Background: an optimization exercise with open tools, aiming at small area, a short achievable clock period and few clock cycles per item. Do not read the settings as production practice.
Where RTL was checked, it was by simulation tests only, not by an equivalence proof against the original.
Function not checked in run 1: the RTL went through the layout flow alone.
Power and IR drop assume default switching activity.

==> flow/design.v, too long to show whole: its modules and the start of the top module <==
// module wallace_multi: 1684 lines
// module mfa: 4 lines
// module mha: 4 lines
// module mbs: 3 lines
module wallace_multi (
    input clk,
    input rst,
    input [15:0] a,
    input [15:0] b,
    output reg [31:0] p,
    output reg done
);
  // ...
==> flow/flow/run.sh <==
#!/bin/bash
set -euo pipefail
export BUFFER_PORTS_ARGS="-buffer_cell sky130_fd_sc_hd__buf_2"
bash standard.sh finish > orfs_make.log 2>&1
==> flow/standard.sh <==
#!/bin/bash
# synth_recipe.tcl (not shown) runs the flow's synth.tcl, then flattens the netlist and writes it again
# the make line also repeats each setting of config.mk as NAME=value (left out here)
make -C /OpenROAD-flow-scripts/flow DESIGN_CONFIG=/design/flow/config.mk WORK_HOME=/design/flow/orfs CLKGATE_MAP_FILE= SYNTH_SCRIPT=/design/flow/synth_recipe.tcl "${@:-finish}"
==> flow/config.mk <==
export PLATFORM = sky130hd
export DESIGN_NAME = wallace_multi
export DESIGN_NICKNAME = wallace_multi
export VERILOG_FILES = /design/flow/design.v
export SDC_FILE = /design/flow/constraint.sdc
export NUM_CORES = 4
export LEC_CHECK = 0
export CAP_MARGIN = 20
export CORE_MARGIN = 2
export CORE_UTILIZATION = 40
export SETUP_SLACK_MARGIN = 1.6
export SLEW_MARGIN = 20
export SYNTH_HIERARCHICAL = 1
==> flow/constraint.sdc <==
create_clock -name core_clock -period 4.0 [get_ports {clk}]
set_input_delay 0.8000 -clock core_clock [delete_from_list [all_inputs] [get_ports {clk}]]
set_output_delay 0.8000 -clock core_clock [all_outputs]
set_load 0.01 [all_outputs]
==> results.tsv, run 1 <==
metric	value	unit
largest_class	multi-input combinational cells	
min_period	2.45	ns
dr.pass1.iters	5	
synthTopCellsByCount	dfxtp_1 (231), xnor2_1 (156), a22oi_2 (120), fa_1 (114), ha_1 (47)	
largestPowerGroup	combinational cells	
drt-met1-wl	11500	um
seq_share	0.356	
cts_hold_buf	0	
wl_per_cell	18.3	um
status	no timing/DRC/antenna violations	
cts_tree	built	
final_common_cell	dfxtp_1	
place.gp.congestion	0.787	
buf_share	0.0352	
cts_resized	29	
switching_share	0.338	
hold_viol	0	
die-height	173	um
die_area	30000	um2
rr_worst_depth	8	
dp_cells	1297	
power.switching	3790	uW
tapCellCount	378	
crit_start	r491	
largestRegisters	p x32, v x3	
rows	61	
synthAdderAreaFrac	0.251	
final_area	13500	um2
largest_reg_flops	32	
wl_met2	11400	um
clkSinkCount	235	
start_util	0.409	
vias	6596	
grt_pass1_wl	40600	um
met3_usage	0.0286	
crit_end	r787	
p_seq_frac	0.350	
via_per_inst	4.89	
p_int	7430	uW
yosysUniqueCellTypes	31	
worstPathArrival	2.87	ns
slew_headroom	0.599	
==> module mbs, before the edit <==
module mbs (input one, input a1, input two, input a0, input neg, output x);
    assign x = ((one & a1) | (two & a0)) ^ neg;
endmodule
==> run 2: changes to the inputs <==
--- a/flow/design.v
+++ b/flow/design.v
@@ -1691,5 +1691,13 @@
     assign co = a & b;
 endmodule
 module mbs (input one, input a1, input two, input a0, input neg, output x);
-    assign x = ((one & a1) | (two & a0)) ^ neg;
+    wire m;
+    ma22o u0 (.a(one), .b(a1), .c(two), .d(a0), .y(m));
+    mxor u1 (.a(m), .b(neg), .y(x));
+endmodule
+module ma22o (input a, input b, input c, input d, output y);
+    assign y = (a & b) | (c & d);
+endmodule
+module mxor (input a, input b, output y);
+    assign y = a ^ b;
 endmodule
--- a/flow/config.mk
+++ b/flow/config.mk
@@ -7,7 +7,7 @@
 export LEC_CHECK = 0
 export CAP_MARGIN = 20
 export CORE_MARGIN = 2
-export CORE_UTILIZATION = 40
+export CORE_UTILIZATION = 60
 export SETUP_SLACK_MARGIN = 1.6
 export SLEW_MARGIN = 20
 export SYNTH_HIERARCHICAL = 1
==> run 2 against run 1 <==
Power decreased by 4.1%; routed wire length decreased by 8.7%; core utilization increased by 22 points; final cell count decreased by 12%; non-clock buffer count decreased by 3; count of clock-buffer cells in the layout decreased by 5; via count increased by 1.8%; die area decreased by 35%; combinational power about the same; critical path depth unchanged; largest cell class unchanged.
==> results.tsv, run 2 <==
metric	value	unit	change
cp-start-kind	register		
cts.path.max_buffers	3		
max-cap-violations	0		
clkLatencyLatePin	0.52	ns	
crit_chain	fa_2 > fa_2 > ha_4 > a21o_1 > a21o_1 > a221o_1 > a21o_1 > a21o_1		
setup_viol_count_final	0		
grt.busiest_layer	met2		
dp_cells	1141		-12%
grt_pass1_vias	7169		
clkTransAtPathRegs	0.06	ns	
ys.flop_type	dfxtp_1		
final_antenna_net_count	0		
ios	67		
clkSinkCount	235		unchanged
placed_cell_area	11700	um2	
rows	49		-20%
drtIter0Drc	328		
status	no timing/DRC/antenna violations		
syn_inst	843		
numCtsBuffers	25		
synth_area_per_cell	13.1	um2	
clockRootBuffer	clkbuf_16		
cts_tree	built		
critPathMaxFanout	2		
ys_async_sr_fraction	0.0170		
leakagePower	0.00565	uW	
grt_remaining_overflow	0		
tightest_slew	0.703	ns	
min_path_type	primary input to async pin		
areaGrowthSynthToFinish	14.8	%	
via_per_inst	5.65		+15%
die-height	139	um	-20%
period_share	0.619		
min_period	2.48	ns	+0.0208 ns
end_kind	register		
required	4.41	ns	
synth_edf_count	0		
die_area	19400	um2	-35%
critPathMaxStageDelay	0.46	ns	
final-instance-count-excl-fill	1189		
core	18000	um2	
p_per_area	852	nW/um2	
wl_per_cell	19.0	um	+3.5%
htree_levels	1		
finalSetupTns	0	ns	
grt_pass1_wl	37100	um	-8.7%
vias	6717		+1.8%
largestRegisters	p x32, v x3		
whs	0.0810	ns	
ys_ff_latch	235		
synthTopCellsByCount	dfxtp_1 (231), xor2_1 (133), a22o_1 (120), fa_1 (114), ha_1 (47)		
drive_above_1_share	0.174		
report.final.slew_viol_count	0		
drt-total-wl	22500	um	
fin_skew	0.0109	ns	
yosysSeqAreaShare	0.429		
met1_usage	0.332		
cts_hold_buf	0		unchanged
grt_max_degree	20		
start_util	0.612		+0.204
grt_util_met2	0.380		
syn-num-nets	1038		
syn_area	11000	um2	
top_register	p		
antenna_found_initial	0		
final_area	12600	um2	-6.5%
vdd_drop_max	1.01	mV	
port_buffers	66		
final_common_cell	dfxtp_1		
largest_reg_flops	32		unchanged
antenna_cells	0		
hold_viol	0		unchanged
worst_path_max_delay_cell	fa_2		
worstPathArrival	2.89	ns	+0.02 ns
drcViolationCount	0		
clock.fmax	404	MHz	
synth_top_area_cell	dfxtp_1		
nets	1140		
dr.pass1.iters	7		+2
most-common-layout-cells	dfxtp_1 (198), xor2_1 (133), a22o_1 (120)		
synth_area_leaders	dfxtp_1 (42%), fa_1 (21%), xor2_1 (11%)		
synth_most_common_cell	dfxtp_1		
yosysWarnings	7		
dp_hpwl	16100	um	
yosysUniqueCellTypes	31		unchanged
rsz0062_at_grt	yes		
worstSetupPathType	register to register		
place.gp.congestion	0.902		+15%
grt.total_usage	0.238		
slew_headroom	0.531		-0.0676
met3_usage	0.0568		+0.0282
crit_top_cell	a21o_1		
synth_top_area_frac	0.420		
p_total	10800	uW	
die_x	139	um	
==> run 2: layer usage <==
layer | part of all wire | vias to the layer above | routed length (um)
met4 | 0.017 | 0 | 390
met5 | 0 | - | 0
met2 | 0.47 | 253 | 10500
met1 | 0.43 | 3321 | 9690
li1 | - | 3108 | -
met3 | 0.086 | 35 | 1950
==> run 2: kinds of logic after synthesis <==
| family | after synthesis | synth area share |
|---|---|---|
| compound gates | 178 | 0.130 |
| fa+ha+maj | 161 | 0.261 |
| other cells | 1 | 0.000341 |
| xor+xnor | 169 | 0.135 |
| buf+inv | 24 | 0.00819 |
| flops | 235 | 0.429 |
| simple gates | 75 | 0.0362 |
==> run 2: cell type report <==
cell class	instances	area, um2
Clock buffer	34	709
Clock inverter	8	72.6
Fill cell	1334	5340
Inverter	20	75.1
Multi-Input combinational cell	584	6260
Sequential cell	235	4780
Tap cell	229	287
Timing Repair Buffer	79	448
==> run 2: worst paths after layout <==
path	start	to	slack (ns)	depth (start not counted)
max	r492	r787	1.52	8
min	rst	v[2]	0.08	1
max reg2reg	r492	r787	1.52	8
min reg2reg	r883	p[3]	0.32	0
max in group asynchronous	rst	done	3.80	1
min in group core_clock	r883	p[3]	0.32	0
==> run 2: critical path, delay by kind of cell (launching register included) <==
family | cells | cell delay [ns]
adders and majority gates | 3 | 1.04
AOI/OAI and AO/OA | 5 | 1.02
DFF | 1 | 0.32
==> run 2: where the power goes <==
group	switching, uW	internal, uW
clock network	871	1300
logic	2330	2380
registers	482	3390
==> run 2: through the flow <==
step	worst slack, ns	util
3_5_place_dp	1.43	0.652
3_3_place_gp	1.50	0.652
4_1_cts	1.49	0.700
2_1_floorplan	1.52	-
6_report	1.52	0.703
5_1_grt	1.47	0.703
==> run 2: per-module statistics from Yosys, one instance, submodules excluded, excerpt <==
| module | area, um2 | copies in the design | cells inside |
|---|---|---|---|
| mxor | 8.76 | 120 | 1 |
| mha | 12.5 | 14 | 1 |
| mfa | 20.0 | 112 | 1 |
| wallace_multi | 6480 | 1 | 477 |
| ma22o | 8.76 | 120 | 1 |
==> run 2: repair_timing <==
action	CTS	global route
buffers inserted	4	2
setup endpoints to repair	17	26
resized for setup	15	18
pin swaps	6	1
Testbench counts of run 2, summed over its fixed seeds: cycles 16,024, items 16,000.
==> run 3: changes to the inputs <==
--- a/flow/config.mk
+++ b/flow/config.mk
@@ -7,7 +7,8 @@
 export LEC_CHECK = 0
 export CAP_MARGIN = 20
 export CORE_MARGIN = 2
-export CORE_UTILIZATION = 60
+export CORE_UTILIZATION = 40
+export CTS_BUF_LIST = sky130_fd_sc_hd__clkbuf_4
 export SETUP_SLACK_MARGIN = 1.6
 export SLEW_MARGIN = 20
 export SYNTH_HIERARCHICAL = 1
==> run 3 against run 2 <==
Sequential cell count did not move; critical path depth did not move; clock skew rose by 0.022 ns; sequential power barely moved; final cell count rose by 14%; global-route usage fell by 6.9 points; sequential share of layout area fell by 0.20 points; via count rose by 1.3%; routed wire length rose by 4.2%; hold slack improved by 0.14 ns; critical path type unchanged; highest routed layer unchanged.
==> results.tsv, run 3 <==
metric	value	unit	change
grt.total_usage	0.169		-0.0688
areaGrowthSynthToFinish	15.5	%	
synth_top_area_frac	0.420		unchanged
grt_max_degree	20		unchanged
status	no timing/DRC/antenna violations		
clkTransAtPathRegs	0.07	ns	about the same
p_seq_frac	0.375		+0.015
place.gp.congestion	0.847		-6.1%
grt_pass1_wl	38300	um	+3.2%
reg2reg_to	r787		
min_path_type	primary input to register		
drcViolationCount	0		unchanged
rr_worst_depth	8		unchanged
crit_chain	fa_2 > fa_2 > ha_2 > a21o_1 > a21o_1 > a221o_1 > a21o_1 > a21o_1		
die_x	170	um	+22%
yosysSeqAreaShare	0.429		unchanged
r2r-start	r490		
fillers	2462		+85%
crit_family	compound AO/OA/AOI/OAI gates		
slew_headroom	0.505		-0.0256
wl_per_cell	17.3	um	-8.9%
fin_skew	0.0329	ns	+0.0220 ns
yosysUniqueCellTypes	31		unchanged
numCtsBuffers	61		+140%
worstHoldEndpoint	r47		
top_register	p		
clock.fmax	414	MHz	+2.6%
cts.path.max_buffers	3		unchanged
switching_share	0.351		+0.00870
crit_top_cell	a21o_1		
clkSinkCount	235		unchanged
grt_remaining_overflow	0		unchanged
p_total	10400	uW	-3.5%
power.switching	3640	uW	-1.1%
drive_above_1_share	0.212		+0.0382
syn-num-nets	1038		unchanged
synthTopCellsByCount	dfxtp_1 (231), xor2_1 (133), a22o_1 (120), fa_1 (114), ha_1 (47)		
worst-path-stages	8		unchanged
die_area	28800	um2	+48%
vias	6802		+1.3%
whs_path_depth	1		
tightest_slew	0.741	ns	+0.0384 ns
ys_async_sr_fraction	0.0170		unchanged
ff2ff_setup_slack	1.59	ns	+0.06 ns
synth_area_leaders	dfxtp_1 (42%), fa_1 (21%), xor2_1 (11%)		
clkLatencyLatePin	0.68	ns	+0.16 ns
critPathMaxFanout	2		unchanged
most-common-layout-cells	dfxtp_1 (197), xor2_1 (133), a22o_1 (120)		
cp-start-kind	register		
finalSetupTns	0	ns	unchanged
synth_area_per_cell	13.1	um2	unchanged
dr.pass1.iters	5		-2
synth_edf_count	0		unchanged
combPwrFrac	0.439		about the same
critPathMaxStageDelay	0.46	ns	about the same
worst_path_max_delay_cell	fa_2		
antenna_found_initial	1		+1
ys_ff_latch	235		unchanged
syn_inst	843		unchanged
final_common_cell	dfxtp_1		
worstPathArrival	2.98	ns	+0.09 ns
dp_hpwl	16100	um	about the same
vdd_drop_max	0.450	mV	-55%
synth_top_area_cell	dfxtp_1		
htree_levels	2		+1
largestRegisters	p x32, v x3		
ys.flop_type	dfxtp_1		
final_area	12700	um2	+0.61%
via_per_inst	5.00		-11%
largest_reg_flops	32		unchanged
final_antenna_net_count	0		unchanged
die-height	170	um	+22%
setup_viol_count_final	0		unchanged
drt-total-wl	23500	um	+4.2%
hold_start	a[14]		
ios	67		unchanged
nets	1173		+2.9%
rsz0062_at_grt	yes		
grt_pass1_vias	7332		+2.3%
p_per_area	817	nW/um2	-4.1%
required	4.57	ns	+0.16 ns
yosysWarnings	7		unchanged
leakagePower	0.00568	uW	+0.54%
port_buffers	66		unchanged
rows	60		+22%
start_util	0.408		-0.204
postLayoutCoreUtil	0.471		-0.232
hold_viol	0		unchanged
worstSetupPathType	register to register		
whs	0.217	ns	+0.136 ns
clkPwrFrac	0.186		-0.016
crit_buf_inv	0		unchanged
p_int	6730	uW	-4.8%
clockRootBuffer	clkbuf_4		
drtIter0Drc	387		+18%
cts_tree	built		
end_kind	register		
syn_area	11000	um2	unchanged
report.final.slew_viol_count	0		unchanged
min_period	2.41	ns	-0.0626 ns
period_share	0.603		-0.0157
core	27000	um2	+50%
synth_most_common_cell	dfxtp_1		
max-cap-violations	0		unchanged
placed_cell_area	11900	um2	+1.2%
run 3: cell counts after synthesis:
No cell type changed its count.
run 3: worst max path at each step:
stage	startpoint	to	slack [ns]
2_1_floorplan	r180	r648	1.52
3_3_place_gp	r138	r648	1.46
3_5_place_dp	r138	r648	1.42
4_1_cts	r490	r787	1.55
5_1_grt	r490	r787	1.53
6_report	r490	r787	1.59
run 3: cell type report:
type,instances,area [um2],share of cell area
multi-input combinational,584,6250,0.492
antenna,1,2.50,0.000197
timing repair buffer,76,432,0.0340
sequential,235,4780,0.376
clock buffer,85,638,0.0502
inverter,20,75.1,0.00591
tap,341,427,0.0336
clock inverter,18,101,0.00798
run 3: stage by stage:
stage,setup slack (ns),std cells
floorplan,1.52,843
global placement,1.46,1253
global route,1.53,1360
CTS,1.55,1359
detailed placement,1.42,1253
finish,1.59,1360
run 3: kinds of logic after synthesis:
kind of cell,after synthesis,share of synthesized area
xor+xnor,169,0.135
simple gates,75,0.0362
compound gates,178,0.130
other cells,1,0.000341
fa+ha+maj,161,0.261
buf+inv,24,0.00819
flops,235,0.429
run 3: what timing repair did:
item	CTS	global route
hold buffers	1	0
gates cloned	0	0
resized for setup	12	23
pin swaps	3	3
setup buffers	2	0
setup endpoints to repair	16	23
endpoints found under the hold margin	4	0
run 3: metal layers:
layer  GRT usage  vias to the layer above  routed length, um
met5           0                        -                  0
met4      0.0628                        0                509
met3      0.0370                       36               1360
met2       0.271                      220              10800
met1       0.226                     3328              10800
li1            -                     3218                  -
run 3: Yosys stat by module (local to each module, per instance), a selection:
| module | flip-flops and latches | times used | cells |
|---|---|---|---|
| mfa | 0 | 112 | 1 |
| wallace_multi | 235 | 1 | 477 |
| mxor | 0 | 120 | 1 |
| ma22o | 0 | 120 | 1 |
| mha | 0 | 14 | 1 |
run 3: power by group through the flow:
stage | sequential [uW] | combinational, uW | clock [uW]
2_1_floorplan | 3900 | 3220 | 0
3_3_place_gp | 3930 | 4480 | 0
3_5_place_dp | 3950 | 4560 | 0
4_1_cts | 3900 | 4630 | 2020
5_1_grt | 3990 | 5310 | 2160
6_report | 3890 | 4550 | 1930
==> run 4: changes to the inputs <==
--- a/flow/config.mk
+++ b/flow/config.mk
@@ -9,6 +9,8 @@
 export CORE_MARGIN = 2
 export CORE_UTILIZATION = 40
 export CTS_BUF_LIST = sky130_fd_sc_hd__clkbuf_4
+export CTS_CLUSTER_DIAMETER = 60
+export CTS_CLUSTER_SIZE = 10
 export SETUP_SLACK_MARGIN = 1.6
 export SLEW_MARGIN = 20
 export SYNTH_HIERARCHICAL = 1
==> run 4 against run 3 <==
Die area stayed put; final area is 2.4% lower; critical path type unchanged; non-clock buffer count is 6 higher.
==> results.tsv, run 4 <==
metric	value	unit	change
status	no timing/DRC/antenna violations		
die-height	170	um	unchanged
start_util	0.408		unchanged
hold_start	a[13]		
grt_util_met2	0.267		-0.00373
place_ws	1.42	ns	unchanged
clkSinkCount	235		unchanged
core	27000	um2	unchanged
synth_top_area_cell	dfxtp_1		
clkPwrFrac	0.144		-0.042
yosysSeqAreaShare	0.429		unchanged
seqCellArea	4790	um2	+0.13%
cp-start-kind	register		
grt_pass1_wl	38000	um	-0.68%
end_kind	register		
p_per_area	791	nW/um2	-3.1%
report.final.slew_viol_count	0		unchanged
max-cap-violations	0		unchanged
yosysWarnings	7		unchanged
reg2reg_to	r787		
ys_ff_latch	235		unchanged
whs_path_depth	1		unchanged
worstHoldEndpoint	r45		
setup_ws	1.57	ns	-0.0146 ns
rows	60		unchanged
clock.fmax	412	MHz	-0.60%
dp_hpwl	16100	um	unchanged
drt-total-wl	23300	um	-0.82%
rsz0062_at_grt	yes		
worstSetupPathType	register to register		
dr.pass1.iters	5		unchanged
min_path_type	primary input to register		
r2r-start	r490		
numCtsBuffers	31		-49%
syn_inst	843		unchanged
met3_usage	0.0277		-0.00930
synthTopCellsByCount	dfxtp_1 (231), xor2_1 (133), a22o_1 (120), fa_1 (114), ha_1 (47)		
grt_pass1_vias	7080		-3.4%
tightest_slew	0.737	ns	-0.00433 ns
top_register	p		
vias	6640		-2.4%
syn-num-nets	1038		unchanged
clkLatencyLatePin	0.70	ns	+0.02 ns
ff2ff_setup_slack	1.57	ns	about the same
synth_most_common_cell	dfxtp_1		
critPathMaxFanout	2		unchanged
ys_async_sr_fraction	0.0170		unchanged
grt_remaining_overflow	0		unchanged
drcViolationCount	0		unchanged
largestRegisters	p x32, v x3		
ys.flop_type	dfxtp_1		
vdd_drop_max	0.444	mV	-1.3%
drtIter0Drc	337		-13%
via_per_inst	5.08		+1.6%
synth_top_area_frac	0.420		unchanged
final_common_cell	dfxtp_1		
most-common-layout-cells	dfxtp_1 (192), xor2_1 (133), a22o_1 (120)		
p_seq_frac	0.396		+0.021
syn_area	11000	um2	unchanged
worstPathArrival	3.02	ns	+0.04 ns
synth_edf_count	0		unchanged
cts.path.max_buffers	3		unchanged
setup_viol_count_final	0		unchanged
place.gp.congestion	0.847		unchanged
drive_above_1_share	0.184		-0.0277
die_area	28800	um2	unchanged
finalSetupTns	0	ns	unchanged
p_int	6290	uW	-6.5%
clkTransAtPathRegs	0.11	ns	+0.04 ns
combPwrFrac	0.460		+0.021
switching_share	0.358		+0.00738
wl_per_cell	17.8	um	+3.2%
ios	67		unchanged
synth_area_leaders	dfxtp_1 (42%), fa_1 (21%), xor2_1 (11%)		
yosysUniqueCellTypes	31		unchanged
grt.busiest_layer	met2		
port_buffers	66		unchanged
die_x	170	um	unchanged
required	4.60	ns	+0.03 ns
grt_max_degree	20		unchanged
period_share	0.607		+0.00365
fin_skew	0.0283	ns	-0.00463 ns
met1_usage	0.232		+0.00532
hold_viol	0		unchanged
leakagePower	0.00549	uW	-3.3%
power.switching	3520	uW	-3.5%
grt.total_usage	0.167		-0.00203
areaGrowthSynthToFinish	12.7	%	
nets	1149		-2.0%
cts_tree	built		
fillers	2456		-0.24%
min_period	2.43	ns	+0.0146 ns
slew_headroom	0.508		+0.00289
largest_reg_flops	32		unchanged
synth_area_per_cell	13.1	um2	unchanged
rr_worst_depth	8		unchanged
htree_levels	1		-1
antenna_found_initial	1		unchanged
clockRootBuffer	clkbuf_4		
final_antenna_net_count	0		unchanged
multi_input_area	6230	um2	-0.20%
## run 4: cell counts after synthesis
No cell type changed its count.
## run 4: routing by layer
layer / wire length (um) / up-vias
met5: 0 / -
met4: 639 / 0
met3: 1430 / 46
met2: 10400 / 253
met1: 10800 / 3214
li1: - / 3127
## run 4: worst max-delay path by stage
stage / from / slack [ns] / to
after floorplan: r180 / 1.52 / r648
final: r490 / 1.57 / r787
after global routing: r490 / 1.51 / r787
after global placement: r138 / 1.46 / r648
after CTS: r490 / 1.53 / r787
after detailed placement: r138 / 1.42 / r648
## run 4: through the flow
stage	instance area [um2]	hold WS, ns	cells	util	power [uW]
after floorplan	11100	0.310	843	-	7120
after global placement	11900	0.310	1253	0.440	8410
after detailed placement	11900	0.312	1253	0.440	8510
after CTS	12300	0.129	1300	0.457	10000
after global routing	12400	0.148	1307	0.460	10900
final	12400	0.202	1307	0.460	9810
## run 4: kinds of logic (layout without fill, tap and decap cells)
kind of cell / Yosys count / in the layout / share of synthesized area
XOR/XNOR: 169 / 169 / 0.135
other: 1 / 2 / 0.000341
AO/OA/AOI/OAI: 178 / 178 / 0.130
flip-flops: 235 / 235 / 0.429
AND/OR/NAND/NOR: 75 / 75 / 0.0362
buffers and inverters: 24 / 146 / 0.00819
adder cells (fa/ha/maj): 161 / 161 / 0.261
## run 4: power by group through the flow
stage	clock (uW)	sequential [uW]	combinational (uW)
2_1_floorplan	0	3900	3220
3_5_place_dp	0	3950	4560
4_1_cts	1490	3890	4630
6_report	1420	3880	4510
5_1_grt	1590	3990	5270
3_3_place_gp	0	3930	4480
## run 4: layout make-up
cell class	count	area share
Inverter	20	0.00606
Sequential cell	235	0.386
Clock buffer	35	0.0212
Timing Repair Buffer	82	0.0382
Multi-Input combinational cell	584	0.503
Tap cell	341	0.0344
Antenna cell	1	0.000202
Clock inverter	9	0.0106
## run 4: repair_timing
action	4_1_cts	5_1_grt
buffers inserted	2	6
hold buffers	1	0
setup endpoints to repair	25	25
resized for setup	12	26
pin swaps	3	1
hold endpoints to repair	4	0
## run 4: per-module statistics from Yosys, one instance, submodules excluded, excerpt
module	cells inside	flip-flops and latches
mha	1	0
ma22o	1	0
mxor	1	0
wallace_multi	477	235
mfa	1	0
## run 4: critical path, stage by stage, from the launching register on
cell and delay, ns:
dfxtp_2 0.34, fa_2 0.46, fa_2 0.34, ha_2 0.19, a21o_1 0.18, a21o_1 0.17
a221o_1 0.31, a21o_1 0.17, a21o_1 0.17
==> run 5: changes to the inputs <==
--- a/flow/config.mk
+++ b/flow/config.mk
@@ -8,9 +8,8 @@
 export CAP_MARGIN = 20
 export CORE_MARGIN = 2
 export CORE_UTILIZATION = 40
-export CTS_BUF_LIST = sky130_fd_sc_hd__clkbuf_4
-export CTS_CLUSTER_DIAMETER = 60
-export CTS_CLUSTER_SIZE = 10
+export CTS_BUF_LIST = sky130_fd_sc_hd__clkbuf_8
+export CTS_CLUSTER_SIZE = 30
 export SETUP_SLACK_MARGIN = 1.6
 export SLEW_MARGIN = 20
 export SYNTH_HIERARCHICAL = 1
==> run 5 against run 4 <==
Still clean on timing, DRC and antenna; count of clock-buffer cells in the layout is 16 higher; combinational power hardly changed; sequential share of layout area is 1.4 points lower; hold slack worse by 0.12 ns; fmax is 0.79% higher; largest power group unchanged.
==> results.tsv, run 5 <==
metric	value	unit	change
start_util	0.408		unchanged
worstPathArrival	2.83	ns	-0.19 ns
clkTransAtPathRegs	0.06	ns	-0.05 ns
synth_top_area_cell	dfxtp_1		
rows	60		unchanged
vdd_drop_max	0.395	mV	-11%
slew_headroom	0.525		+0.0163
grt_pass1_wl	38400	um	+1.1%
nets	1152		+0.26%
p_seq_frac	0.360		-0.036
dr.pass1.iters	5		unchanged
antenna_found_initial	0		-1
end_kind	register		
numCtsBuffers	41		+32%
via_per_inst	5.04		-0.82%
top_register	p		
cp-start-kind	register		
grt_pass1_vias	7204		+1.8%
synth_most_common_cell	dfxtp_1		
min_path_type	primary input to async pin		
core	27000	um2	unchanged
htree_levels	2		+1
yosysSeqAreaShare	0.429		unchanged
grt_remaining_overflow	0		unchanged
ys.flop_type	dfxtp_1		
syn_inst	843		unchanged
grt.busiest_layer	met2		
clkSinkCount	235		unchanged
min_period	2.41	ns	-0.0190 ns
combPwrFrac	0.416		-0.044
drive_above_1_share	0.195		+0.0107
die-height	170	um	unchanged
grt_util_met2	0.267		unchanged
place.gp.congestion	0.847		unchanged
synth_area_leaders	dfxtp_1 (42%), fa_1 (21%), xor2_1 (11%)		
wl_per_cell	17.7	um	-0.41%
ff2ff_setup_slack	1.59	ns	+0.02 ns
antenna_cells	0		-1
setup_viol_count_final	0		unchanged
clkPwrFrac	0.223		+0.079
most-common-layout-cells	dfxtp_1 (193), xor2_1 (133), a22o_1 (120)		
report.final.slew_viol_count	0		unchanged
yosysWarnings	7		unchanged
hold_viol	0		unchanged
final_common_cell	dfxtp_1		
switching_share	0.340		-0.0190
die_x	170	um	unchanged
tightest_slew	0.712	ns	-0.0244 ns
dp_hpwl	16100	um	unchanged
drcViolationCount	0		unchanged
ys_ff_latch	235		unchanged
cts.path.max_buffers	3		unchanged
syn-num-nets	1038		unchanged
synth_area_per_cell	13.1	um2	unchanged
fin_skew	0.0165	ns	-0.0118 ns
synth_edf_count	0		unchanged
ys_async_sr_fraction	0.0170		unchanged
leakagePower	0.00574	uW	+4.5%
yosysUniqueCellTypes	31		unchanged
met1_usage	0.231		-0.000852
clock.fmax	415	MHz	+0.79%
status	no timing/DRC/antenna violations		
largestRegisters	p x32, v x3		
dp_cells	1253		unchanged
cts_hold_buf	0		-1
ios	67		unchanged
clockRootBuffer	clkbuf_8		
worstSetupPathType	register to register		
syn_area	11000	um2	unchanged
period_share	0.602		-0.00475
rsz0062_at_grt	yes		
grt_max_degree	20		unchanged
port_buffers	66		unchanged
p_int	7140	uW	+13%
met3_usage	0.0330		+0.00535
areaGrowthSynthToFinish	16.9	%	
vias	6676		+0.54%
final_antenna_net_count	0		unchanged
drtIter0Drc	320		-5.0%
largest_reg_flops	32		unchanged
max-cap-violations	0		unchanged
synth_top_area_frac	0.420		unchanged
synthTopCellsByCount	dfxtp_1 (231), xor2_1 (133), a22o_1 (120), fa_1 (114), ha_1 (47)		
clkLatencyLatePin	0.53	ns	-0.17 ns
die_area	28800	um2	unchanged
postLayoutCoreUtil	0.477		+0.0174
power.switching	3670	uW	+4.3%
p_per_area	840	nW/um2	+6.1%
critPathMaxFanout	2		unchanged
drt-total-wl	23500	um	+0.97%
finalSetupTns	0	ns	unchanged
grt.total_usage	0.170		+0.00265
final-instance-count-excl-fill	1325		+1.4%
required	4.42	ns	-0.18 ns
cts_tree	built		
run 5: cell counts after synthesis:
Identical to the previous run, type by type.
run 5: per-stage QoR:
step / power (uW) / hold slack [ns] / cell area, um2 / setup slack, ns
5_1_grt: 11900 / 0.0450 / 12900 / 1.53
6_report: 10800 / 0.0787 / 12900 / 1.59
2_1_floorplan: 7120 / 0.310 / 11100 / 1.52
4_1_cts: 11000 / 0.0379 / 12800 / 1.55
3_3_place_gp: 8410 / 0.310 / 11900 / 1.46
3_5_place_dp: 8510 / 0.312 / 11900 / 1.42
run 5: cells by family (layout without fill, tap and decap cells):
group | count (synthesis) | in the layout | synth area share
simple gates | 75 | 75 | 0.0362
flops | 235 | 235 | 0.429
compound gates | 178 | 178 | 0.130
fa+ha+maj | 161 | 161 | 0.261
other cells | 1 | 1 | 0.000341
buf+inv | 24 | 165 | 0.00819
xor+xnor | 169 | 169 | 0.135
run 5: repair_timing:
| item | in CTS | in global routing |
|---|---|---|
| gates resized for setup | 14 | 24 |
| buffers inserted | 2 | 0 |
| endpoints found under the hold margin | 0 | 0 |
| setup endpoints to repair | 27 | 25 |
| pin swaps | 3 | 1 |
run 5: path summary, 6_finish.rpt:
| path | start | to | cells after the start |
|---|---|---|---|
| max | r490 | r787 | 8 |
| min | rst | v[1] | 1 |
| max reg2reg | r490 | r787 | 8 |
| min reg2reg | r881 | p[2] | 0 |
| max in group asynchronous | rst | done | 1 |
| min in group core_clock | r881 | p[2] | 0 |
run 5: final cells by class:
type	count	area [um2]
Clock buffer	51	702
Clock inverter	19	215
Fill cell	2424	14100
Inverter	20	75.1
Multi-Input combinational cell	584	6230
Sequential cell	235	4790
Tap cell	341	427
Timing Repair Buffer	75	422
run 5: routing by layer:
| layer | part of all wire | routed length [um] | vias up |
|---|---|---|---|
| met5 | 0 | 0 | - |
| met4 | 0.031 | 729 | 0 |
| met3 | 0.063 | 1480 | 56 |
| met2 | 0.45 | 10600 | 231 |
| met1 | 0.46 | 10700 | 3247 |
| li1 | - | - | 3142 |
run 5: power by group through the flow:
stage          sequential [uW]  combinational, uW  clock [uW]
2_1_floorplan             3900               3220           0
6_report                  3890               4500        2410
3_5_place_dp              3950               4560           0
4_1_cts                   3900               4630        2500
5_1_grt                   4000               5250        2610
3_3_place_gp              3930               4480           0
run 5: critical path: stages, from the launching register on:
cell and delay (ns):
dfxtp_2 0.32, fa_2 0.46, fa_2 0.34, ha_2 0.19
a21o_1 0.18, a21o_1 0.17, a221o_1 0.31, a21o_1 0.17
a21o_1 0.16
run 5: modules after synthesis, one instance, submodules excluded, excerpt:
| module | times used | cells | cell area (um2) |
|---|---|---|---|
| mfa | 112 | 1 | 20.0 |
| wallace_multi | 1 | 477 | 6480 |
| mha | 14 | 1 | 12.5 |
| ma22o | 120 | 1 | 8.76 |
| mxor | 120 | 1 | 8.76 |
==> run 6: changes to the inputs <==
--- a/flow/config.mk
+++ b/flow/config.mk
@@ -9,7 +9,8 @@
 export CORE_MARGIN = 2
 export CORE_UTILIZATION = 40
 export CTS_BUF_LIST = sky130_fd_sc_hd__clkbuf_8
-export CTS_CLUSTER_SIZE = 30
+export CTS_CLUSTER_DIAMETER = 80
+export CTS_CLUSTER_SIZE = 16
 export SETUP_SLACK_MARGIN = 1.6
 export SLEW_MARGIN = 20
 export SYNTH_HIERARCHICAL = 1
==> run 6 against run 5 <==
Still clean on timing, DRC and antenna; combinational power rose by 3%; area after synthesis stayed put; die area stayed put; first-iteration DRC count rose by 25%; fmax is essentially flat; critical endpoint unchanged; largest cell class unchanged; largest power group unchanged; highest routed layer unchanged.
==> results.tsv, run 6 <==
metric	value	unit	change
crit_buf_inv	0		unchanged
yosysUniqueCellTypes	31		unchanged
setup_viol_count_final	0		unchanged
wl_per_cell	18.1	um	+1.7%
drive_above_1_share	0.167		-0.0285
ios	67		unchanged
end_kind	register		
synth_area_leaders	dfxtp_1 (42%), fa_1 (21%), xor2_1 (11%)		
syn-num-nets	1038		unchanged
p_per_area	789	nW/um2	-6.1%
synth_most_common_cell	dfxtp_1		
areaGrowthSynthToFinish	11.7	%	
vdd_drop_max	0.515	mV	+30%
synth_top_area_frac	0.420		unchanged
leakagePower	0.00541	uW	-5.6%
status	no timing/DRC/antenna violations		
crit_family	adder cells		
grt_pass1_wl	37700	um	-1.9%
worst-path-stages	8		unchanged
cts_tree	built		
largestRegisters	p x32, v x3		
synth_edf_count	0		unchanged
hold_viol	0		unchanged
port_buffers	66		unchanged
place_ws	1.42	ns	unchanged
rsz0062_at_grt	yes		
drt-total-wl	23200	um	-1.5%
required	4.43	ns	about the same
ys_ff_latch	235		unchanged
place.gp.congestion	0.847		unchanged
cp-start-kind	register		
clock.fmax	415	MHz	about the same
die_x	170	um	unchanged
clkSinkCount	235		unchanged
postLayoutCoreUtil	0.456		-0.0214
drtIter0Drc	401		+25%
die-height	170	um	unchanged
die_area	28800	um2	unchanged
clockRootBuffer	clkbuf_8		
max-cap-violations	0		unchanged
yosysWarnings	7		unchanged
ys_async_sr_fraction	0.0170		unchanged
crit_chain	fa_2 > fa_2 > ha_4 > a21o_1 > a21o_1 > a221o_1 > a21o_1 > a21o_1		
rr_worst_depth	8		unchanged
crit_top_cell	a21o_1		
start_util	0.408		unchanged
synth_area_per_cell	13.1	um2	unchanged
yosysSeqAreaShare	0.429		unchanged
largest_reg_flops	32		unchanged
cts.path.max_buffers	3		unchanged
whs	0.0459	ns	-0.0328 ns
clkLatencyLatePin	0.53	ns	about the same
min_period	2.41	ns	+0.000870 ns
syn_inst	843		unchanged
worstPathArrival	2.84	ns	about the same
critPathMaxStageDelay	0.44	ns	-0.02 ns
final_antenna_net_count	0		unchanged
nets	1135		-1.5%
period_share	0.602		about the same
setup_ws	1.59	ns	-0.000870 ns
worst_path_max_delay_cell	fa_2		
dp_hpwl	16100	um	unchanged
final_common_cell	dfxtp_1		
clkTransAtPathRegs	0.10	ns	+0.04 ns
synthTopCellsByCount	dfxtp_1 (231), xor2_1 (133), a22o_1 (120), fa_1 (114), ha_1 (47)		
numCtsBuffers	18		-56%
most-common-layout-cells	dfxtp_1 (192), xor2_1 (133), a22o_1 (120)		
antenna_cells	0		unchanged
report.final.slew_viol_count	0		unchanged
ys.flop_type	dfxtp_1		
worstSetupPathType	register to register		
min_path_type	primary input to async pin		
syn_area	11000	um2	unchanged
rows	60		unchanged
htree_levels	1		-1
grt_pass1_vias	6946		-3.6%
finalSetupTns	0	ns	unchanged
grt.total_usage	0.166		-0.00385
via_per_inst	5.11		+1.4%
fin_skew	0.0117	ns	-0.00482 ns
drcViolationCount	0		unchanged
fillers	2441		+0.70%
critPathMaxFanout	2		unchanged
tightest_slew	0.678	ns	-0.0339 ns
grt_remaining_overflow	0		unchanged
grt_max_degree	20		unchanged
synth_top_area_cell	dfxtp_1		
slew_headroom	0.547		+0.0226
core	27000	um2	unchanged
dr.pass1.iters	5		unchanged
vias	6554		-1.8%
antenna_found_initial	0		unchanged
top_register	p		
run 6: final cells by class:
type                       count  area, um2  area share
clock buffer                  19        262      0.0213
clock inverter                 3       15.0     0.00122
inverter                      20       75.1     0.00611
multi-input combinational    584       6260       0.509
sequential                   235       4790       0.390
tap                          341        427      0.0347
timing repair buffer          81        463      0.0377
run 6: final timing paths:
kind,start,endpoint,slack [ns]
hold / removal,rst,v[2],0.05
hold reg to reg,r886,p[6],0.33
setup / recovery,r491,r787,1.59
min in group core_clock,r886,p[6],0.33
setup reg to reg,r491,r787,1.59
max in group asynchronous,rst,v[0],3.84
run 6: per-layer routing:
metal | global-route usage | vias up | wire length, um
li1 | - | 3077 | -
met1 | 0.232 | 3222 | 10900
met2 | 0.266 | 217 | 10300
met3 | 0.0281 | 38 | 1450
met4 | 0.0487 | 0 | 508
met5 | 0 | - | 0
run 6: power breakdown:
part           total [uW]  internal (uW)  leakage, uW  switching [uW]
Sequential           3880           3390      0.00199             494
Combinational        4650           2370      0.00327            2280
Clock                1160            433     0.000147             728
Total                9690           6190      0.00541            3500
run 6: cells by family after synthesis:
family | Yosys count | share of synthesized area
simple gates | 75 | 0.0362
xor+xnor | 169 | 0.135
buf+inv | 24 | 0.00819
flops | 235 | 0.429
fa+ha+maj | 161 | 0.261
other cells | 1 | 0.000341
compound gates | 178 | 0.130
run 6: worst register-to-register path, stage by stage (launching register included):
cell	delay, ns
dfxtp_2	0.34
fa_2	0.38
fa_2	0.44
ha_4	0.18
a21o_1	0.16
a21o_1	0.17
a221o_1	0.34
a21o_1	0.17
a21o_1	0.14
run 6: modules after synthesis (local to each module, per instance), excerpt:
module	flip-flops and latches	area (um2)	cells inside
wallace_multi	235	6480	477
mxor	0	8.76	1
mha	0	12.5	1
mfa	0	20.0	1
ma22o	0	8.76	1
run 6: per-stage QoR:
stage	cells	area (um2)	power, uW
floorplan	843	11100	7120
global placement	1253	11900	8410
detailed placement	1253	11900	8510
CTS	1277	12200	9790
global route	1283	12300	10700
finish	1283	12300	9690
run 6: timing repair:
item                                    4_1_cts  5_1_grt
hold buffers                                  0        0
hold endpoints to repair                      0        0
setup buffers                                 2        6
gates resized for setup                      16       24
pin swaps                                     8        3
endpoints found under the setup margin       27       27
==> run 7: changes to the inputs <==
--- a/flow/config.mk
+++ b/flow/config.mk
@@ -8,9 +8,6 @@
 export CAP_MARGIN = 20
 export CORE_MARGIN = 2
 export CORE_UTILIZATION = 40
-export CTS_BUF_LIST = sky130_fd_sc_hd__clkbuf_8
-export CTS_CLUSTER_DIAMETER = 80
-export CTS_CLUSTER_SIZE = 16
 export SETUP_SLACK_MARGIN = 1.6
 export SLEW_MARGIN = 20
 export SYNTH_HIERARCHICAL = 1
==> run 7 against run 6 <==
Still clean; worst setup slack better by 0.0044 ns; hold slack better by 0.030 ns; critical path depth did not move; final area rose by 4.7%; count of clock-buffer cells in the layout grew 19; sequential cell count stayed put; global-route usage is 0.095 points higher; critical path type unchanged.
==> results.tsv, run 7 <==
metric	value	unit	change
synth_most_common_cell	dfxtp_1		
reg2reg_to	r787		
rows	60		unchanged
tightest_slew	0.708	ns	+0.0301 ns
die-height	170	um	unchanged
synth_top_area_frac	0.420		unchanged
areaGrowthSynthToFinish	17.0	%	
synth_area_leaders	dfxtp_1 (42%), fa_1 (21%), xor2_1 (11%)		
numCtsBuffers	26		+8
r2r-start	r490		
ff2ff_setup_slack	1.60	ns	about the same
final_antenna_net_count	0		unchanged
dp_hpwl	16100	um	unchanged
report.final.slew_viol_count	0		unchanged
start_util	0.408		unchanged
yosysWarnings	7		unchanged
grt_pass1_wl	38000	um	+0.84%
status	no timing/DRC/antenna violations		
synthTopCellsByCount	dfxtp_1 (231), xor2_1 (133), a22o_1 (120), fa_1 (114), ha_1 (47)		
highest_layer	met4		
clock.fmax	416	MHz	+0.18%
period_share	0.601		-0.00110
clockRootBuffer	clkbuf_16		
via_per_inst	5.05		-1.1%
yosysSeqAreaShare	0.429		unchanged
required	4.41	ns	-0.02 ns
nets	1140		+0.44%
wl_met3	1290	um	-11%
power.switching	3670	uW	+4.9%
synth_area_per_cell	13.1	um2	unchanged
min_period	2.40	ns	-0.00438 ns
leakagePower	0.00569	uW	+5.1%
switching_share	0.338		-0.0233
synth_edf_count	0		unchanged
antenna_cells	0		unchanged
worstSetupPathType	register to register		
ys_ff_latch	235		unchanged
setup_viol_count_final	0		unchanged
p_int	7190	uW	+16%
cts_tree	built		
ios	67		unchanged
htree_levels	1		unchanged
critPathMaxStageDelay	0.46	ns	+0.02 ns
grt_pass1_vias	7075		+1.9%
clkSinkCount	235		unchanged
worst_path_max_delay_cell	fa_2		
largestRegisters	p x32, v x3		
final_common_cell	dfxtp_1		
p_per_area	844	nW/um2	+7.1%
antenna_found_initial	0		unchanged
place.gp.congestion	0.847		unchanged
clkPwrFrac	0.221		+0.101
slew_headroom	0.527		-0.0201
max-cap-violations	0		unchanged
hold_viol	0		unchanged
cts.path.max_buffers	3		unchanged
cp-start-kind	register		
wl_per_cell	17.8	um	-1.4%
finalSetupTns	0	ns	unchanged
worstPathArrival	2.82	ns	-0.02 ns
crit_top_cell	a21o_1		
rr_worst_depth	8		unchanged
drt-total-wl	23200	um	+0.24%
p_seq_frac	0.358		-0.043
drt-met1-wl	10800	um	-0.39%
drcViolationCount	0		unchanged
critPathMaxFanout	2		unchanged
cts_hold_buf	0		unchanged
drive_above_1_share	0.181		+0.0140
core	27000	um2	unchanged
crit_chain	fa_2 > fa_2 > ha_2 > a21o_1 > a21o_1 > a221o_1 > a21o_1 > a21o_1		
ys_async_sr_fraction	0.0170		unchanged
synth_top_area_cell	dfxtp_1		
vdd_drop_max	0.412	mV	-20%
syn_area	11000	um2	unchanged
fin_skew	0.0157	ns	+0.00400 ns
dr.pass1.iters	5		unchanged
most-common-layout-cells	dfxtp_1 (193), xor2_1 (133), a22o_1 (120)		
clkTransAtPathRegs	0.06	ns	-0.04 ns
top_register	p		
rsz0062_at_grt	yes		
wl_met2	10500	um	+1.2%
grt_remaining_overflow	0		unchanged
largest_reg_flops	32		unchanged
port_buffers	66		unchanged
place_ws	1.42	ns	unchanged
grt.total_usage	0.167		+0.000947
syn-num-nets	1038		unchanged
clkLatencyLatePin	0.52	ns	about the same
ys.flop_type	dfxtp_1		
die_x	170	um	unchanged
min_path_type	primary input to async pin		
vias	6589		+0.53%
die_area	28800	um2	unchanged
syn_inst	843		unchanged
drtIter0Drc	374		-6.7%
grt_max_degree	20		unchanged
setup_ws	1.60	ns	+0.00438 ns
combPwrFrac	0.421		-0.059
yosysUniqueCellTypes	31		unchanged
end_kind	register		
[run 7: changes by cell type in the layout (fill, tap and decap cells not counted), sizes merged]
cell      change
clkbuf       +19
clkinvlp      -1
buf           -3
clkinv        +5
inv           -1
bufinv        +2
[run 7: worst max path at each step]
| stage | slack [ns] | to | depth (start not counted) | startpoint |
|---|---|---|---|---|
| floorplan | 1.52 | r648 | 8 | r180 |
| global placement | 1.46 | r648 | 5 | r138 |
| detailed placement | 1.42 | r648 | 5 | r138 |
| CTS | 1.56 | r787 | 8 | r490 |
| global route | 1.54 | r787 | 8 | r490 |
| finish | 1.60 | r787 | 8 | r490 |
[run 7: worst max-delay path, delay by kind of cell (launching register included)]
family,cells,cell delay [ns]
adder cells (fa/ha/maj),3,0.99
AO/OA/AOI/OAI,5,0.99
flip-flops,1,0.32
[run 7: per-stage QoR]
step | total power [uW] | hold slack (ns) | cell area [um2] | utilization | std cells
2_1_floorplan | 7120 | 0.310 | 11100 | - | 843
3_3_place_gp | 8410 | 0.310 | 11900 | 0.440 | 1253
3_5_place_dp | 8510 | 0.312 | 11900 | 0.440 | 1253
4_1_cts | 11000 | 0.0527 | 12800 | 0.475 | 1301
5_1_grt | 11900 | 0.0563 | 12900 | 0.477 | 1304
6_report | 10900 | 0.0757 | 12900 | 0.477 | 1304
[run 7: cell type report]
class	instances	area, um2
clock buffer	38	788
clock inverter	8	96.3
fill	2400	14100
inverter	20	75.1
multi-input combinational	584	6250
sequential	235	4790
tap	341	427
timing repair buffer	78	444
[run 7: power groups by stage]
| stage | Sequential [uW] | Combinational (uW) | Clock (uW) |
|---|---|---|---|
| 2_1_floorplan | 3900 | 3220 | 0 |
| 3_3_place_gp | 3930 | 4480 | 0 |
| 3_5_place_dp | 3950 | 4560 | 0 |
| 4_1_cts | 3900 | 4630 | 2470 |
| 5_1_grt | 3990 | 5320 | 2590 |
| 6_report | 3880 | 4580 | 2400 |
[run 7: repair_timing]
action                                  4_1_cts  5_1_grt
endpoints found under the setup margin       28       25
pin swaps                                     3        3
resized for setup                            16       24
setup buffers                                 2        3
[run 7: layer usage]
| layer | track usage | vias to the layer above |
|---|---|---|
| li1 | - | 3111 |
| met1 | 0.232 | 3238 |
| met2 | 0.266 | 193 |
| met3 | 0.0256 | 47 |
| met4 | 0.0598 | 0 |
| met5 | 0 | - |
[run 7: cells by family after synthesis]
logic type	count (synthesis)	synth area share
adders and majority gates	161	0.261
xor gates and xnor gates	169	0.135
DFF	235	0.429
and+or+nand+nor	75	0.0362
other	1	0.000341
buffers and inverters	24	0.00819
AOI/OAI and AO/OA	178	0.130
[run 7: per-module statistics from Yosys, one instance, submodules excluded, a selection]
module	cells	cell area (um2)
wallace_multi	477	6480
mfa	1	20.0
mha	1	12.5
ma22o	1	8.76
mxor	1	8.76

-- what the ideal ports hide --
How much do the figures lean on ideal ports? The routed layouts below were timed once more, with nothing changed but the port constraints. Step 1 sets driving cells, clkbuf_16 on the clock port and buf_2 on the other inputs (assumed; they add their load-dependent delay and slew). Step 2 adds t to the input delays and takes it off the output delays; t is the mean of the earliest and latest rising clock arrival at the registers after step 1. Input paths then give back, and output paths get back, about the clock's delay inside the block. a / b / c = ideal ports / drivers / drivers and shift; a / b = the first two.
run | t (ns) | slack for setup (ns) | worst register clock-pin slew, ns | pins driven straight from the clock port
run 1 | 0.564 | 1.545 / 1.545 / 1.545 | 0.06 / 0.06 | 1
run 2 | 0.558 | 1.525 / 1.525 / 1.525 | 0.06 / 0.06 | 1
run 3 | 0.704 | 1.587 / 1.587 / 1.587 | 0.07 / 0.07 | 1
run 4 | 0.728 | 1.573 / 1.573 / 1.573 | 0.11 / 0.11 | 1
run 5 | 0.561 | 1.592 / 1.592 / 1.592 | 0.07 / 0.07 | 1
run 6 | 0.569 | 1.591 / 1.591 / 1.591 | 0.10 / 0.10 | 1
run 7 | 0.563 | 1.595 / 1.595 / 1.595 | 0.07 / 0.07 | 1
After both steps setup and hold are still met in every run listed.
